This is an optimization exercise on Yosys and OpenROAD, whose aim is small area, a short achievable clock period and few clock cycles, not a production implementation.
RTL that was checked went through simulation tests only; none was proved equivalent to the original.
No activity file was given, so power comes from the tool's default toggle rates.

## run 3
==> flow/design.v <==
`default_nettype none
module alu (
    input wire clk,
    input wire reset,
    input wire enable,
    input wire [3:0] op,
    input wire [15:0] ra,
    input wire [15:0] rb,
    output logic [15:0] out,
    output logic busy
);
    localparam logic [3:0] ALU_ADD = 4'd0, ALU_SUB = 4'd1, ALU_MUL = 4'd2, ALU_DIV = 4'd3,
                           ALU_MOD = 4'd4, ALU_SHL = 4'd5, ALU_SHR = 4'd6, ALU_AND = 4'd7,
                           ALU_OR  = 4'd8, ALU_XOR = 4'd9, ALU_NOR = 4'd10, ALU_POPCNT = 4'd11,
                           ALU_CLZ = 4'd12, ALU_CTZ = 4'd13, ALU_XXX = 4'd14, ALU_CMP = 4'd15;
    localparam logic [1:0] O_SUM = 2'd0, O_LOGIC = 2'd1, O_CMP = 2'd2;
    logic [15:0] x, y;
    logic        cin;
    logic [1:0]  omode;
    logic [3:0]  tt;        
    logic        mul;       
    logic        quo;       
    logic        first;     
    logic [3:0]  cnt;       
    logic        nbit;      
    logic [3:0]  mdig;      
    wire [17:0] sum2 = {1'b0, x, 1'b1} + {1'b0, y, cin};
    wire [16:0] sum = sum2[17:1];
    logic [15:0] lu;
    always_comb
        for (int i = 0; i < 16; i++)
            lu[i] = (tt[3] & x[i] & y[i]) | (tt[2] & x[i] & ~y[i]) |
                    (tt[1] & ~x[i] & y[i]) | (tt[0] & ~x[i] & ~y[i]);
    wire        eq = &(x ^ y);
    wire        ge = sum[16];
    always_comb begin
        case (omode)
            O_LOGIC: out = lu;
            O_CMP:   out = {13'b0, ge && !eq, eq, !ge};
            default: out = sum[15:0];
        endcase
    end
    function automatic [4:0] clz16(input [15:0] v);
        logic [3:0] c;
        logic [15:0] t;
        begin
            t = v;
            c = 4'd0;
            if (t[15:8] == 8'b0) begin c[3] = 1'b1; t = t << 8; end
            if (t[15:12] == 4'b0) begin c[2] = 1'b1; t = t << 4; end
            if (t[15:14] == 2'b0) begin c[1] = 1'b1; t = t << 2; end
            if (t[15] == 1'b0) c[0] = 1'b1;
            clz16 = (v == 16'b0) ? 5'd16 : {1'b0, c};
        end
    endfunction
    function automatic [3:0] clz8(input [7:0] v);
        logic [2:0] c;
        logic [7:0] t;
        begin
            t = v;
            c = 3'd0;
            if (t[7:4] == 4'b0) begin c[2] = 1'b1; t = t << 4; end
            if (t[7:6] == 2'b0) begin c[1] = 1'b1; t = t << 2; end
            if (t[7] == 1'b0) c[0] = 1'b1;
            clz8 = (v == 8'b0) ? 4'd8 : {1'b0, c};
        end
    endfunction
    function automatic [3:0] popcnt8(input [7:0] v);
        logic [1:0] p2 [4];
        logic [2:0] p4 [2];
        begin
            for (int k = 0; k < 4; k++) p2[k] = {1'b0, v[2*k]} + {1'b0, v[2*k+1]};
            for (int k = 0; k < 2; k++) p4[k] = {1'b0, p2[2*k]} + {1'b0, p2[2*k+1]};
            popcnt8 = {1'b0, p4[0]} + {1'b0, p4[1]};
        end
    endfunction
    function automatic [7:0] rev8(input [7:0] v);
        for (int k = 0; k < 8; k++)
            rev8[k] = v[7 - k];
    endfunction
    wire       hi_zero = (ra[15:8] == 8'b0);
    wire       lo_zero = (ra[7:0] == 8'b0);
    wire [3:0] clz_hi = clz8(ra[15:8]);
    wire [3:0] clz_lo = clz8(ra[7:0]);
    wire [3:0] ctz_lo = clz8(rev8(ra[7:0]));
    wire [3:0] ctz_hi = clz8(rev8(ra[15:8]));
    function automatic [15:0] rev16(input [15:0] v);
        for (int k = 0; k < 16; k++)
            rev16[k] = v[15 - k];
    endfunction
    wire        shl = !busy && (op == ALU_SHL);
    wire [4:0]  shamt = busy ? {1'b0, cnt} + 5'd1 : {|rb[15:4], rb[3:0]};
    wire [15:0] sh_in = shl ? rev16(ra) : ra;
    wire [15:0] sh_r = shamt[4] ? 16'b0 : (sh_in >> shamt[3:0]);
    wire [15:0] sh_out = shl ? rev16(sh_r) : sh_r;
    wire [4:0] clz_a = clz16(ra);
    wire [4:0] clz_b = clz16(rb);
    wire [5:0] nm1 = {1'b0, clz_b} - {1'b0, clz_a};
    wire div_run = !nm1[5] && !clz_b[4];
    wire [16:0] rem2 = {y, nbit};
    wire [16:0] trial = rem2 - {1'b0, rb};
    wire        qbit = !trial[16];
    wire [15:0] rem_next = qbit ? trial[15:0] : rem2[15:0];
    wire [1:0]  dsel = busy ? cnt[1:0] : 2'd0;
    wire [3:0]  digit = busy ? mdig : rb[3:0];
    wire [15:0] mcand = ra << {dsel, 2'b00};
    wire [15:0] pp0 = mcand & {16{digit[0]}};
    wire [15:0] pp1 = (mcand << 1) & {16{digit[1]}};
    wire [15:0] pp2 = (mcand << 2) & {16{digit[2]}};
    wire [15:0] pp3 = (mcand << 3) & {16{digit[3]}};
    wire [15:0] ax = busy ? x : 16'b0;
    wire [15:0] ay = busy ? y : 16'b0;
    wire [15:0] s1 = ax ^ ay ^ pp0;
    wire [15:0] c1 = ((ax & ay) | (ax & pp0) | (ay & pp0)) << 1;
    wire [15:0] s2 = pp1 ^ pp2 ^ pp3;
    wire [15:0] c2 = ((pp1 & pp2) | (pp1 & pp3) | (pp2 & pp3)) << 1;
    wire [15:0] s3 = s1 ^ c1 ^ s2;
    wire [15:0] c3 = ((s1 & c1) | (s1 & s2) | (c1 & s2)) << 1;
    wire [15:0] s4 = s3 ^ c3 ^ c2;
    wire [15:0] c4 = ((s3 & c3) | (s3 & c2) | (c3 & c2)) << 1;
    wire        mul_more = (dsel == 2'd0) ? |rb[15:4] : (dsel == 2'd1) ? |rb[15:8] :
                           (dsel == 2'd2) ? |rb[15:12] : 1'b0;
    logic [15:0] xv, yv;
    logic [1:0]  mv;
    logic [3:0]  tv;
    always_comb begin
        xv = ra;
        yv = rb;
        mv = O_SUM;
        tv = 4'b0000;
        case (op)
            ALU_SUB: yv = ~rb;
            ALU_MUL: begin xv = s4; yv = c4; end
            ALU_DIV: begin xv = {16{rb == 16'b0}}; yv = ra; mv = O_LOGIC; tv = 4'b1100; end
            ALU_MOD: begin xv = {16{rb == 16'b0}}; yv = ra; mv = O_LOGIC; tv = 4'b1010; end
            ALU_SHL, ALU_SHR: begin xv = sh_out; mv = O_LOGIC; tv = 4'b1100; end
            ALU_AND: begin mv = O_LOGIC; tv = 4'b1000; end
            ALU_OR:  begin mv = O_LOGIC; tv = 4'b1110; end
            ALU_XOR: begin mv = O_LOGIC; tv = 4'b0110; end
            ALU_NOR: begin mv = O_LOGIC; tv = 4'b0001; end
            ALU_POPCNT: begin xv = {12'b0, popcnt8(ra[7:0])}; yv = {12'b0, popcnt8(ra[15:8])}; end
            ALU_CLZ: begin xv = {12'b0, clz_hi}; yv = {12'b0, hi_zero ? clz_lo : 4'd0}; end
            ALU_CTZ: begin xv = {12'b0, ctz_lo}; yv = {12'b0, lo_zero ? ctz_hi : 4'd0}; end
            ALU_CMP: begin yv = ~rb; mv = O_CMP; end
            default: ;
        endcase
    end
    always_ff @(posedge clk) begin
        if (reset) begin
            omode <= O_LOGIC;
            busy <= 1'b0;
        end else if (busy) begin
            if (mul) begin
                x <= s4;
                y <= c4;
                if (!mul_more) busy <= 1'b0;
            end else if (first) begin
                y <= sh_r;
            end else begin
                x <= {x[14:0], qbit};
                y <= rem_next;
                if (cnt == 4'd0) busy <= 1'b0;
            end
        end else if (enable && op != ALU_XXX) begin
            x <= xv;
            y <= yv;
            cin <= (op == ALU_SUB) || (op == ALU_CMP);
            omode <= mv;
            busy <= ((op == ALU_DIV || op == ALU_MOD) && div_run) || ((op == ALU_MUL) && mul_more);
        end
    end
    always_ff @(posedge clk) begin
        if (busy) begin
            if (mul) cnt <= cnt + 4'd1;
            else if (!first) cnt <= cnt - 4'd1;
            mdig <= rb[4*(cnt[1:0] + 2'd1) +: 4];
            first <= 1'b0;
            nbit <= first ? ra[cnt] : ra[cnt - 4'd1];
        end else if (enable && (op == ALU_DIV || op == ALU_MOD)) begin
            cnt <= nm1[3:0];
            mul <= 1'b0;
            quo <= (op == ALU_DIV);
            first <= div_run;
        end else if (enable && op == ALU_MUL) begin
            cnt <= 4'd1;
            mdig <= rb[7:4];
            mul <= 1'b1;
        end
        if (reset) tt <= 4'b0000;
        else if (!busy && enable && op != ALU_XXX) tt <= tv;
    end
endmodule
clock: 9.0 ns
lec_check: 0
cap_margin: 20
core_margin: 2
core_utilization: 60
setup_slack_margin: 4.0
slew_margin: 20
standard.sh (not shown) runs the stock make flow with config.mk's settings and CLKGATE_MAP_FILE= SYNTH_SCRIPT=/design/flow/synth_recipe.tcl, a recipe that flattens the netlist after the stock synthesis.
==> flow/flow/run.sh <==
#!/bin/bash
# The standard layout, with plain buffers (buf_4) on the ports instead of the
# delay cells buffer_ports picks by default.
set -euo pipefail
export BUFFER_PORTS_ARGS="-buffer_cell sky130_fd_sc_hd__buf_4"
bash standard.sh > standard_flow.log 2>&1
Testbench counts of run 3, summed over its fixed seeds: cycles 17,393.
> inputs changed (run 3 -> run 5)
--- a/flow/design.v
+++ b/flow/design.v
@@ -25,11 +25,9 @@
     logic        nbit;      
     logic [3:0]  mdig;      
-    wire [17:0] sum2 = {1'b0, x, 1'b1} + {1'b0, y, cin};
-    wire [16:0] sum = sum2[17:1];
+    wire [16:0] sum = {1'b0, x} + {1'b0, y} + {16'b0, cin};
     logic [15:0] lu;
     always_comb
         for (int i = 0; i < 16; i++)
-            lu[i] = (tt[3] & x[i] & y[i]) | (tt[2] & x[i] & ~y[i]) |
-                    (tt[1] & ~x[i] & y[i]) | (tt[0] & ~x[i] & ~y[i]);
+            lu[i] = tt[{x[i], y[i]}];
     wire        eq = &(x ^ y);
     wire        ge = sum[16];
From run 3 to run 5 the numbers moved as follows: cell area saw an increase, number of antenna violations at the first check in global routing saw an increase. In the tables for run 5 and run 3, amount of wire on met2 after detailed routing reads lower with run 5. Run 3 → run 5: post-cts repair resize count decreased by 15 relative to the old numbers; amount of wire on met3 after detailed routing decreased by about 5% relative to the old numbers; critical path depth decreased by 8 relative to the old numbers; clock power decreased by about 7% relative to the old numbers. Run 5 vs run 3: count of cell types in the netlist up by more than 10%. Utilization run 3 -> run 5: down. Compared with run 3, run 5 shows average routed wire per standard cell that has gone down slightly. When run 5 is set beside run 3, its pin count of the biggest net entering global routing turns out to be 1 smaller.
Only the layout flow was run in run 5; the RTL was not checked for function there.

re-timing with driven ports:
Ports are ideal in the flow. The routed layouts listed here were re-timed in OpenROAD.
Step 1 assumes that a clkbuf_16 drives the clock port and a buf_2 every other input.
Step 2 moves the port delays by t, midway between the first and last clock arrival at a register: inputs arrive t later, outputs are due t later. That takes back most of the time a late clock gives input paths.
Slacks: no drivers / after step 1 / after step 2; pairs: no drivers / after step 1.
run | t, ns | setup slack, ns | slew at the worst register clock pin (ns) | cell pins on the clock port's net
run 3 | 0.353 | 3.991 / 3.992 / 3.638 | 0.09 / 0.09 | 1
run 5 | 0.361 | 3.955 / 3.981 / 3.619 | 0.07 / 0.07 | 1
After both steps every run listed still meets setup and hold. The setup slack of run 3, which loses most, moves by +0.001 ns with the drivers and by -0.353 ns with both steps.
